This design comes from an exercise in tuning for small area on the open sky130 flow, not from production work.
Only simulation tests tie the RTL to the original design; equivalence was not proved.
Power is estimated from default activity; no workload was simulated.

Setup of v29:
==> flow/design.v <==
`default_nettype none
module main(clk, buttons, init_cells, leds, rgb, cols, rows);
input wire clk;
input wire [1:0] buttons;
input wire [63:0] init_cells;
output logic [1:0] leds;
output logic [2:0] rgb;
output logic [7:0] cols;
output logic [7:0] rows;
logic [63:0] cells;
logic [7:0] game_lo;       
logic game_hi;             
logic [2:0] display_counter;
logic [2:0] x;
logic [2:0] todo;          
logic [7:0] first_old;     
logic [7:0] prev_old;      
logic rst, load, step, adv;
always_comb begin
  rst = buttons[0];
  load = buttons[0] | buttons[1];
  step = game_hi;
  adv = display_counter[2];
end
always_comb begin
  leds[0] = buttons[0] ^ buttons[1];
  leds[1] = buttons[0] & buttons[1];
  rgb[0] = ~( buttons[0] & ~buttons[1]);
  rgb[1] = ~(~buttons[0] &  buttons[1]);
  rgb[2] = ~( buttons[0] &  buttons[1]);
end
logic [2:0] t;
logic [7:0] dt;
logic [7:0] w0, w1, w2;
integer j;
always_comb begin
  t = x + {2'd0, adv};
  dt = 8'd1 << t;
  w0 = 8'd0; w1 = 8'd0; w2 = 8'd0;
  for (j = 0; j < 8; j = j + 1) begin
    w0 = w0 | ({8{dt[(j+1)%8]}} & cells[8*j +: 8]);
    w1 = w1 | ({8{dt[j]}} & cells[8*j +: 8]);
    if (j > 0) w2 = w2 | ({8{dt[j-1]}} & cells[8*j +: 8]);
  end
  rows = ~(adv ? w0 : w1);
  cols = 8'd1 << x;
end
logic [7:0] above, below, center, next_row;
logic [7:0] u0, u1;      
logic [9:0] v0, v1;      
logic l0, lc, hs, hc;
logic [3:0] tot, nb;
integer k;
always_comb begin
  center = w1;
  if (dt[0]) above = 8'd0;
  else if (step) above = w0;
  else above = prev_old;
  if (!step && (todo == 3'd1) && !dt[7]) below = first_old;
  else below = w2;
  v0[0] = 1'b0; v1[0] = 1'b0; v0[9] = 1'b0; v1[9] = 1'b0;
  for (k = 0; k < 8; k = k + 1) begin
    u0[k] = above[k] ^ below[k];
    u1[k] = above[k] & below[k];
    v0[k+1] = u0[k] ^ center[k];
    v1[k+1] = u1[k] | (u0[k] & center[k]);
  end
  for (k = 0; k < 8; k = k + 1) begin
    l0 = v0[k] ^ v0[k+2] ^ u0[k];
    lc = (v0[k] & v0[k+2]) | (u0[k] & (v0[k] ^ v0[k+2]));
    hs = v1[k] ^ v1[k+2] ^ u1[k];
    hc = (v1[k] & v1[k+2]) | (u1[k] & (v1[k] ^ v1[k+2]));
    next_row[k] = ~hc & (hs ^ lc) & (l0 | center[k]);
  end
end
logic [7:0] game_lo_next;
logic game_lo_last;
always_comb begin
  game_lo_next = {game_lo[6:0], game_lo[7] ^ game_lo[5] ^ game_lo[4] ^ game_lo[3] ^ (game_lo[6:0] == 7'd0)};
  game_lo_last = (game_lo == 8'h80);
end
logic upd;
logic [7:0] we, hold;
always_comb begin
  upd = ~load & (step | (adv & (todo != 3'd0)));
  we = dt & {8{upd}};
  hold = ~we & {8{~load}};
end
always_ff @(posedge clk) begin
  if (rst) begin
    game_lo <= 8'd0;
    game_hi <= 1'b0;
    display_counter <= 3'd0;
    x <= 3'd0;
  end else begin
    game_lo <= step ? 8'd0 : game_lo_next;
    game_hi <= ~step & game_lo_last;
    display_counter <= adv ? 3'd0 : display_counter + 3'd1;
    x <= t;
  end
  for (int y = 0; y < 8; y++)
    cells[8*y +: 8] <= (init_cells[8*y +: 8] & {8{load}}) | (next_row & {8{we[y]}})
                     | (cells[8*y +: 8] & {8{hold[y]}});
  if (load) todo <= 3'd0;
  else if (step) todo <= 3'd7;
  else if (adv && (todo != 3'd0)) todo <= todo - 3'd1;
  if (step) first_old <= w1;
  if (step | adv) prev_old <= w1;
end
endmodule
`default_nettype wire
Settings: LEC_CHECK=0, CAP_MARGIN=5, CORE_MARGIN=2, CORE_UTILIZATION=40, CTS_BUF_LIST=sky130_fd_sc_hd__clkbuf_8, GPL_ROUTABILITY_DRIVEN=0, GPL_TIMING_DRIVEN=0, PLACE_DENSITY=0.6, SLEW_MARGIN=5; clock period 7.0 ns.
standard.sh (not shown) runs the stock make flow with config.mk's settings and CLKGATE_MAP_FILE= SYNTH_SCRIPT=/design/flow/synth_recipe.tcl, a recipe that flattens the netlist after the stock synthesis.
==> flow/flow/run.sh <==
#!/bin/bash
# Layout flow: the standard flow (standard.sh), with these changes:
#  - synthesis maps the logic with the area-oriented ABC script in
#    flow/abc_area.script instead of ORFS's speed script (the registers are
#    mapped before ABC runs, so they are the standard synthesis's);
#  - synthesis leaves the adders to ABC (no full/half-adder cell extraction);
#  - the port buffers are sky130_fd_sc_hd__buf_1 cells;
#  - clock tree synthesis adds no dummy loads.
# Each step's full output goes to a log file in the work folder.
set -euo pipefail
W=$PWD
cat > "$W/area_synth.tcl" <<EOF
proc abc {args} {
  set i [lsearch -exact \$args -script]
  if {\$i >= 0} { set args [lreplace \$args \$i [expr {\$i + 1}] -script $W/flow/abc_area.script] }
  yosys abc {*}\$args
}
source $W/synth_recipe.tcl
EOF
sed "s#SYNTH_SCRIPT=[^ ]*#SYNTH_SCRIPT=$W/area_synth.tcl#" standard.sh > area_standard.sh
grep -q "SYNTH_SCRIPT=$W/area_synth.tcl" area_standard.sh
export ADDER_MAP_FILE=
export CTS_ARGS="-sink_clustering_enable -repair_clock_nets -dont_use_dummy_load -buf_list sky130_fd_sc_hd__clkbuf_8"
export BUFFER_PORTS_ARGS="-buffer_cell sky130_fd_sc_hd__buf_1"
bash area_standard.sh synth > "$W/synth.log" 2>&1
bash area_standard.sh > "$W/layout.log" 2>&1
test -f out/final.def
==> flow/flow/abc_area.script <==
strash
dc2
dc2
dch -f
map -a
strash
dch -f
map -a
topo
v29: no failed stages, no open violations at the end
The following lists how v35 was set up differently from v29:
-- flow/config.mk --
<<< v29, line 11
export CTS_BUF_LIST = sky130_fd_sc_hd__clkbuf_8
export GPL_ROUTABILITY_DRIVEN = 0
export GPL_TIMING_DRIVEN = 0
>>> v35, line 11
export CTS_BUF_LIST = sky130_fd_sc_hd__clkbuf_8
export GPL_TIMING_DRIVEN = 0
## What came out
Compared with v29, v35 shows total power draw lower by about 0.35%. v35 has number of gates on the worst path with buffers counted below what v29 had. v35 ends up with higher overall routing resource usage than v29 does. Taking v29 as the reference, in v35 sum of routed wire segments on met1 now sits lower, endpoint arrival time on the critical path now sits at about the same level. v35: worst path setup slack after routing higher than v29. v35 against v29; routed length on met2 is up slightly. [compare] base=v29 new=v35: floorplan die area essentially unchanged, sequential standard cell area comparable, fmax was more or less identical. Higher part of the power in the clock network among v29 and v35: v29.
### v35 -> v46
-- flow/flow/run.sh --
<<< v35, line 22
export ADDER_MAP_FILE=
export CTS_ARGS="-sink_clustering_enable -repair_clock_nets -dont_use_dummy_load -buf_list sky130_fd_sc_hd__clkbuf_8"
export BUFFER_PORTS_ARGS="-buffer_cell sky130_fd_sc_hd__buf_1"
>>> v46, line 22
export ADDER_MAP_FILE=
export CTS_ARGS="-sink_clustering_enable -repair_clock_nets -dont_use_dummy_load -buf_list sky130_fd_sc_hd__clkbuf_8 -sink_clustering_levels 1 -sink_clustering_size 25 -sink_clustering_max_diameter 500"
export BUFFER_PORTS_ARGS="-buffer_cell sky130_fd_sc_hd__buf_1"
==> notes.md <==
- Looking at v46 and v35, the clock power is a wash.
- Summary of v46 over v35: post-DP HPWL barely changed, clock slew seen by the registers of the worst setup and hold paths barely changed, maximum frequency barely changed.
The following lists how v53 was set up differently from v46:
-- flow/flow/run.sh --
<<< v46, line 22
export ADDER_MAP_FILE=
export CTS_ARGS="-sink_clustering_enable -repair_clock_nets -dont_use_dummy_load -buf_list sky130_fd_sc_hd__clkbuf_8 -sink_clustering_levels 1 -sink_clustering_size 25 -sink_clustering_max_diameter 500"
export BUFFER_PORTS_ARGS="-buffer_cell sky130_fd_sc_hd__buf_1"
>>> v53, line 22
export ADDER_MAP_FILE=
export CTS_ARGS="-sink_clustering_enable -repair_clock_nets -dont_use_dummy_load -buf_list sky130_fd_sc_hd__clkbuf_8"
export BUFFER_PORTS_ARGS="-buffer_cell sky130_fd_sc_hd__buf_1"
-- flow/config.mk --
<<< v46, line 12
export GPL_TIMING_DRIVEN = 0
export PLACE_DENSITY = 0.6
export SLEW_MARGIN = 5
>>> v53, line 12
export GPL_TIMING_DRIVEN = 0
export PLACE_DENSITY = 0.8
export SLEW_MARGIN = 5
- Taking v46 as the reference, in v53 total iterations of the first detailed-routing run +1; fraction of met1 tracks used by global routing -1.3 points; critical path depth in cells +1; amount of wire on met2 after detailed routing -7.0%; setup slack +0.030 ns.
- On clock network fraction of total power: between v46 and v53, it ends up higher for v53.
- Of v46 and v53, the run reporting the higher shortest clock period the worst path allows after layout was v46.
- Filler cell count in the final layout (higher): v53

[static timing again, ports no longer ideal]
Ports are ideal in the flow. The routed layouts listed here were re-timed in OpenROAD.
Step 1 (the two cells are an assumption about what drives the block):
set clk [get_ports {clk}]
set_driving_cell -lib_cell sky130_fd_sc_hd__clkbuf_16 $clk
set_driving_cell -lib_cell sky130_fd_sc_hd__buf_2 [delete_from_list [all_inputs] $clk]
Step 2 times the ports against the registers' clock, not the clock port: input delays grow and output delays shrink by t, the midpoint of the rising clock arrivals with the driver on.
a / b / c = ideal ports / drivers / drivers and shift; a / b = the first two.
| run | t, ns | setup slack, ns | pins driven straight from the clock port |
|---|---|---|---|
| v29 | 0.405 | 0.678 / 0.678 / 0.678 | 1 |
| v35 | 0.409 | 0.684 / 0.684 / 0.684 | 1 |
| v46 | 0.409 | 0.684 / 0.684 / 0.684 | 1 |
| v53 | 0.402 | 0.714 / 0.714 / 0.714 | 1 |
After both steps every run listed still meets setup and hold.
